Source: an optimization exercise on an open RTL-to-GDS flow (aim: small area, a short achievable clock period and few clock cycles). Production flows keep margins and buffers that such runs may drop.
RTL that was checked went through simulation tests only; none was proved equivalent to the original.

==> flow/design.v (excerpt) <==
module a2_add_b2(
	input 				clk 	,
	input 				rst_n	,
	input 		[7:0]	a		,
	input 		[7:0]	b		,
	input 				i_vld	,
	output				o_vld	,
	output		[7:0]	sqrt	,
	output		[15:0]  remain
);
	wire [15:0] s_in;
	sumsq u_sumsq (.a(a), .b(b), .s(s_in));
	wire [3:0] q_hi;
	wire [4:0] r_hi;
	sqtab u_tab (.h(s_in[15:8]), .q(q_hi), .r(r_hi));
	reg [3:0] q_r;
	reg [4:0] r_r;
	reg [7:0] s_r;
	reg vld_r;
	always @(posedge clk) begin
		q_r <= q_hi;
		r_r <= r_hi;
		s_r <= s_in[7:0];
	end
	always @(posedge clk or negedge rst_n) begin
		if (~rst_n) vld_r <= 1'b0;
		else        vld_r <= i_vld;
	end
	wire [5:0] q6;
	wire [6:0] r6;
	sq4 #(.J(4)) u_s4 (.q(q_r), .r(r_r), .s4(s_r[7:4]), .qn(q6), .rn(r6));
	wire [7:0] q8;
	wire [8:0] r8;
	sq4 #(.J(6)) u_s6 (.q(q6), .r(r6), .s4(s_r[3:0]), .qn(q8), .rn(r8));
	assign o_vld  = vld_r;
	assign sqrt   = q8;
	assign remain = {7'd0, r8};
endmodule
clock: 6.5 ns
lec_check: 0
abc_area: 1
cap_margin: 20
core_margin: 2
core_utilization: 40
place_density: 0.6
slew_margin: 20
run.sh (not shown) runs the stock make flow with config.mk's settings and CLKGATE_MAP_FILE= SYNTH_SCRIPT=/design/flow/synth_recipe.tcl, a recipe that flattens the netlist after the stock synthesis.
==> next run, changes <==
--- a/flow/design.v
+++ b/flow/design.v
@@ -236,71 +236,17 @@
 	wire n99, n100;
 	assign {n100, n99} = n52 + n72 + n73;
 	wire n101, n102;
 	assign {n102, n101} = b[7] + n74 + n75;
 	wire n103, n104;
 	assign {n104, n103} = a[7] + b[7] + n76;
 	wire [15:0] r0 = {n102, n100, n98, n96, n94, n92, n90, n88, n86, n84, n82, n80, n78, n53, 1'b0, a[0]};
 	wire [15:0] r1 = {n103, n101, n99, n97, n95, n93, n91, n89, n87, n85, n83, n81, n79, n77, 1'b0, b[0]};
-	wire [15:0] g0 = r0 & r1, p0 = r0 ^ r1;
-	wire bg1 = g0[1] | (p0[1] & g0[0]);
-	wire bp1 = p0[1] & p0[0];
-	wire bg2 = g0[3] | (p0[3] & g0[2]);
-	wire bp2 = p0[3] & p0[2];
-	wire bg3 = g0[5] | (p0[5] & g0[4]);
-	wire bp3 = p0[5] & p0[4];
-	wire bg4 = g0[7] | (p0[7] & g0[6]);
-	wire bp4 = p0[7] & p0[6];
-	wire bg5 = g0[9] | (p0[9] & g0[8]);
-	wire bp5 = p0[9] & p0[8];
-	wire bg6 = g0[11] | (p0[11] & g0[10]);
-	wire bp6 = p0[11] & p0[10];
-	wire bg7 = g0[13] | (p0[13] & g0[12]);
-	wire bp7 = p0[13] & p0[12];
-	wire bg8 = g0[15] | (p0[15] & g0[14]);
-	wire bp8 = p0[15] & p0[14];
-	wire bg9 = bg2 | (bp2 & bg1);
-	wire bp9 = bp2 & bp1;
-	wire bg10 = bg4 | (bp4 & bg3);
-	wire bp10 = bp4 & bp3;
-	wire bg11 = bg6 | (bp6 & bg5);
-	wire bp11 = bp6 & bp5;
-	wire bg12 = bg8 | (bp8 & bg7);
-	wire bp12 = bp8 & bp7;
-	wire bg13 = bg10 | (bp10 & bg9);
-	wire bp13 = bp10 & bp9;
-	wire bg14 = bg12 | (bp12 & bg11);
-	wire bp14 = bp12 & bp11;
-	wire bg15 = bg14 | (bp14 & bg13);
-	wire bp15 = bp14 & bp13;
-	wire bg16 = bg11 | (bp11 & bg13);
-	wire bp16 = bp11 & bp13;
-	wire bg17 = bg3 | (bp3 & bg9);
-	wire bp17 = bp3 & bp9;
-	wire bg18 = bg5 | (bp5 & bg13);
-	wire bp18 = bp5 & bp13;
-	wire bg19 = bg7 | (bp7 & bg16);
-	wire bp19 = bp7 & bp16;
-	wire bg20 = g0[2] | (p0[2] & bg1);
-	wire bp20 = p0[2] & bp1;
-	wire bg21 = g0[4] | (p0[4] & bg9);
-	wire bp21 = p0[4] & bp9;
-	wire bg22 = g0[6] | (p0[6] & bg17);
-	wire bp22 = p0[6] & bp17;
-	wire bg23 = g0[8] | (p0[8] & bg13);
-	wire bp23 = p0[8] & bp13;
-	wire bg24 = g0[10] | (p0[10] & bg18);
-	wire bp24 = p0[10] & bp18;
-	wire bg25 = g0[12] | (p0[12] & bg16);
-	wire bp25 = p0[12] & bp16;
-	wire bg26 = g0[14] | (p0[14] & bg19);
-	wire bp26 = p0[14] & bp19;
-	wire [15:0] c = {bg26, bg19, bg25, bg16, bg24, bg18, bg23, bg13, bg22, bg17, bg21, bg9, bg20, bg1, g0[0], 1'b0};
-	assign s = p0 ^ c;
+	assign s = r0 + r1;
 endmodule
 module sq4 #(parameter J = 4) (
 	input  [J-1:0] q,
 	input  [J:0]   r,
 	input  [3:0]   s4,
 	output [J+1:0] qn,
 	output [J+2:0] rn
 );
The changed run finished with timing, DRC and antenna clean.
Final area grows by 1.9%.
Non-clock buffer count came out lower by 20.
Fmax went up by 0.59%.
First-iteration DRC count climbs by 74%.
Routed wire length went up by 7.4%.
Via count goes up by 9.6%.
Global-route usage goes up by 0.23 points.
Synthesized cell count rises by 11%.
Worst setup slack gains 37 ps.
Utilization is lower by 1.8 points.
Synthesized area is higher by 6.5%.
Testbench counts after the change, summed over its fixed seeds: cycles 4,096.
No functional check of the RTL was part of the first run of this note.

-- port drivers added, routing unchanged --
No port has a modelled driver above. Below, the same layouts with a new extraction and two added sets of constraints.
Step 1 (the two cells are an assumption about what drives the block):
set clk [get_ports {clk}]
set_driving_cell -lib_cell sky130_fd_sc_hd__clkbuf_16 $clk
set_driving_cell -lib_cell sky130_fd_sc_hd__buf_2 [delete_from_list [all_inputs] $clk]
Step 2 times the ports against the registers' clock, not the clock port: input delays grow and output delays shrink by t, the midpoint of the rising clock arrivals with the driver on.
Slacks: no drivers / after step 1 / after step 2; pairs: no drivers / after step 1.
run | t, ns | slack for setup (ns) | worst setup path at the end | pins driven straight from the clock port
the first run | 0.288 | 0.291 / 0.258 / 0.101 | input to register | 1
the second run | 0.284 | 0.327 / 0.293 / 0.206 | input to register | 1
After both steps every run listed still meets setup and hold. The setup slack of the first run, which loses most, moves by -0.033 ns with the drivers and by -0.190 ns with both steps.
